Source: an optimization exercise on an open RTL-to-GDS flow (aim: small area). Production flows keep margins and buffers that such runs may drop. Function was checked by simulation only, so behaviour that the tests miss may differ from the original.

## v29
## matched_filter_despreader_sync
module matched_filter_despreader_sync (sample_i, sample_q, input_sample_valid,clk,reset,
										despread_sample_i, despread_sample_q, despread_sample_valid);
Size in the first run: about 2200 cells after synthesis, about 680 flip-flops, about 100 I/O pins, about 0.030 mm2 of cells after synthesis.
clock: 10.0 ns
lec_check: 0
cap_margin: 20
core_margin: 2
core_utilization: 85
slew_margin: 20
synth_hierarchical: 1
standard.sh (not shown) runs the stock make flow with config.mk's settings and CLKGATE_MAP_FILE= SYNTH_SCRIPT=/design/flow/synth_recipe.tcl, a recipe that flattens the netlist after the stock synthesis.
==> flow/flow/run.sh <==
#!/bin/bash
# Own flow: the standard layout, with a leaner clock tree (no dummy loads,
# clusters of about 16 sinks per clkbuf_8) and the smallest buffer on each port.
# The ORFS output goes to standard.log in this folder.
export CTS_ARGS="-sink_clustering_enable -repair_clock_nets -dont_use_dummy_load -buf_list sky130_fd_sc_hd__clkbuf_8 -sink_clustering_size 16 -sink_clustering_max_diameter 50"
export BUFFER_PORTS_ARGS="-buffer_cell sky130_fd_sc_hd__buf_1"
bash standard.sh > standard.log 2>&1
v29 completed end to end with timing, DRC and antenna clean.
The inputs of v3 differ from those of v29 as listed below.
==> flow/flow/run.sh <==
#!/bin/bash
# Own flow: the standard layout, with a leaner clock tree (no dummy loads,
# clusters of about 10 sinks per clkbuf_4) and the smallest buffer on each port.
# The ORFS output goes to standard.log in this folder.
export CTS_ARGS="-sink_clustering_enable -repair_clock_nets -dont_use_dummy_load -buf_list sky130_fd_sc_hd__clkbuf_4 -sink_clustering_size 10 -sink_clustering_max_diameter 30"
export BUFFER_PORTS_ARGS="-buffer_cell sky130_fd_sc_hd__buf_1"
bash standard.sh > standard.log 2>&1
- Between v3 and v29, the via density per instance does not differ in any meaningful way.
- The run with more setup slack is v29; v3 has less.
- Critical path depth shrinks by a little under 10% when moving from v29 to v3.
- v3 vs. v29: setup skew after layout rose by 0.096 ns, sequential share of layout area now sits at about the same level, total vias in the final route went up.
- v3 reached the final stage; the timing, DRC and antenna checks on its layout passed.
- Re required arrival time at the worst endpoint: v3 and v29 aren't equal, and the lower value belongs to v29.
- Comparing v3 and v29, the higher layout overhead on the synthesized area is on v3.
- Taking v29 as the reference, in v3 fmax dropped about 1.4%, proportion of synthesized area in mux cells barely changed.
#### Input delta (v43 over v3)
==> flow/flow/run.sh <==
#!/bin/bash
# Own flow: the standard layout, with a leaner clock tree (no dummy loads,
# clusters of about 26 sinks per clkbuf_16) and the smallest buffer on each port.
# The ORFS output goes to standard.log in this folder.
export CTS_ARGS="-sink_clustering_enable -repair_clock_nets -dont_use_dummy_load -buf_list sky130_fd_sc_hd__clkbuf_16 -sink_clustering_size 26 -sink_clustering_max_diameter 60"
export BUFFER_PORTS_ARGS="-buffer_cell sky130_fd_sc_hd__buf_1"
bash standard.sh > standard.log 2>&1
### Flow results
- Re width of the chip: no difference whatsoever between v3 and v43.
- As far as total half-perimeter wirelength after legalization and detailed placement goes, v3 and v43 are indistinguishable; the numbers are identical.
- v43: flow completed, timing, DRC and antenna clean
- Cmp v43 vs v3: final cell utilization of the core higher in v43
- Against v3 as the reference, v43 delivers a lower multi-input gate share of the layout cell area.
- Between v3 and v43, final hold slack is lower for v3, v43 comes in above that.
- Final cell area: v43 above v3

== run 1 ==
matched_filter_despreader_sync, a different RTL version from the one above (not shown whole).
Size: ~680 flip-flops, ~100 I/O pins, about 31000 um2 of cells after synthesis.
clock: 10.0 ns
lec_check: 0
cap_margin: 20
core_margin: 2
core_utilization: 60
slew_margin: 20
synth_hierarchical: 1
==> flow/flow/run.sh <==
#!/bin/bash
# Own flow: the standard layout, with a leaner clock tree (no dummy loads,
# clusters of about 12 sinks per clkbuf_4) and the smallest buffer on each port.
# The ORFS output goes to standard.log in this folder.
export CTS_ARGS="-sink_clustering_enable -repair_clock_nets -dont_use_dummy_load -buf_list sky130_fd_sc_hd__clkbuf_4 -sink_clustering_size 12 -sink_clustering_max_diameter 40"
export BUFFER_PORTS_ARGS="-buffer_cell sky130_fd_sc_hd__buf_1"
bash standard.sh > standard.log 2>&1
Run 1 finished end to end and its layout was clean on timing, DRC and antenna.
For run 2, these inputs were changed with respect to run 1:
Settings: swapping 60 for 75 in CORE_UTILIZATION.
==> flow/flow/run.sh <==
#!/bin/bash
# Own flow: the standard layout, with a leaner clock tree (no dummy loads,
# clusters of about 16 sinks per clkbuf_8) and the smallest buffer on each port.
# The ORFS output goes to standard.log in this folder.
export CTS_ARGS="-sink_clustering_enable -repair_clock_nets -dont_use_dummy_load -buf_list sky130_fd_sc_hd__clkbuf_8 -sink_clustering_size 16 -sink_clustering_max_diameter 50"
export BUFFER_PORTS_ARGS="-buffer_cell sky130_fd_sc_hd__buf_1"
bash standard.sh > standard.log 2>&1
Findings:
- For the period utilization, run 2 came in 1.3 points lower than run 1 did.
- Compare run 1 and run 2 | global-route usage higher: run 2
- Cell area of run 2 falls short of that of run 1 slightly.
- Taking run 1 as the reference, in run 2 share of cells above drive strength 1 shows a reduction of 1.5 points; global routing usage on met1 rose 9.6 points; count of clock-buffer cells in the layout shrank by 33; worst setup slack increased by 130 ps relative to the old numbers.
- Compared to run 1, run 2 has minimum clock period 130 ps lower.
Modified inputs, run 3 compared to run 2
Settings: CORE_UTILIZATION: 75 -> 60.
==> flow/flow/run.sh <==
#!/bin/bash
# Own flow: the standard layout, with a leaner clock tree (no dummy loads,
# clusters of about 30 sinks per clkbuf_16) and the smallest buffer on each port.
# The ORFS output goes to standard.log in this folder.
export CTS_ARGS="-sink_clustering_enable -repair_clock_nets -dont_use_dummy_load -buf_list sky130_fd_sc_hd__clkbuf_16 -sink_clustering_size 30 -sink_clustering_max_diameter 80"
export BUFFER_PORTS_ARGS="-buffer_cell sky130_fd_sc_hd__buf_1"
bash standard.sh > standard.log 2>&1
Results
Looking at least setup slack across all paths after layout, run 3 sits 110 ps below run 2. Taking run 3 as 1.0, run 2 lands at 1.05 on first-pass GRT wire length. In the flow results for run 3 and run 2, the detailed route wirelength on metal3 is larger on run 2.
diff inputs: run 3 => run 4
==> flow/flow/run.sh <==
#!/bin/bash
# Own flow: the standard layout, with a leaner clock tree (no dummy loads,
# clusters of about 16 sinks per clkbuf_8) and the smallest buffer on each port.
# The ORFS output goes to standard.log in this folder.
export CTS_ARGS="-sink_clustering_enable -repair_clock_nets -dont_use_dummy_load -buf_list sky130_fd_sc_hd__clkbuf_8 -sink_clustering_size 16 -sink_clustering_max_diameter 50"
export BUFFER_PORTS_ARGS="-buffer_cell sky130_fd_sc_hd__buf_1"
bash standard.sh > standard.log 2>&1
Results
Design area delta (run 3 -> run 4): insignificant
Data arrival time of the critical path (run 4 over run 3): increase, 90 ps
The portion of the clock cycle consumed by the worst path in the final layout of run 4 and that of run 3 are within noise of each other.
When run 4 is set beside run 3, its wire length on met3 turns out to be 23% smaller.

[re-timing with driven ports]
Ports are ideal in the flow. The routed layouts listed here were re-timed in OpenROAD.
Step 1 (the two cells are an assumption about what drives the block):
set clk [get_ports {clk}]
set_driving_cell -lib_cell sky130_fd_sc_hd__clkbuf_16 $clk
set_driving_cell -lib_cell sky130_fd_sc_hd__buf_2 [delete_from_list [all_inputs] $clk]
Step 2 times the ports against the registers' clock, not the clock port: input delays grow and output delays shrink by t, the midpoint of the rising clock arrivals with the driver on.
Three values: ideal, step 1, step 2; two values: the first two.
| run | shift t [ns] | setup WS [ns] | hold slack, ns | worst slew at a driven data input, ns |
|---|---|---|---|---|
| v29 | 0.689 | 0.519 / 0.519 / 0.519 | 0.388 / 0.388 / 0.388 | 0.05 |
| v3 | 0.834 | 0.385 / 0.385 / 0.385 | 0.351 / 0.351 / 0.351 | 0.05 |
| v43 | 0.601 | 0.378 / 0.378 / 0.378 | 0.382 / 0.382 / 0.382 | 0.05 |
| run 1 | 0.863 | 0.532 / 0.532 / 0.532 | 0.386 / 0.386 / 0.386 | 0.04 |
| run 2 | 0.707 | 0.659 / 0.659 / 0.659 | 0.384 / 0.384 / 0.384 | 0.04 |
| run 3 | 0.615 | 0.552 / 0.552 / 0.552 | 0.389 / 0.389 / 0.389 | 0.04 |
| run 4 | 0.726 | 0.546 / 0.546 / 0.546 | 0.385 / 0.385 / 0.385 | 0.04 |
After both steps setup and hold are still met in every run listed.
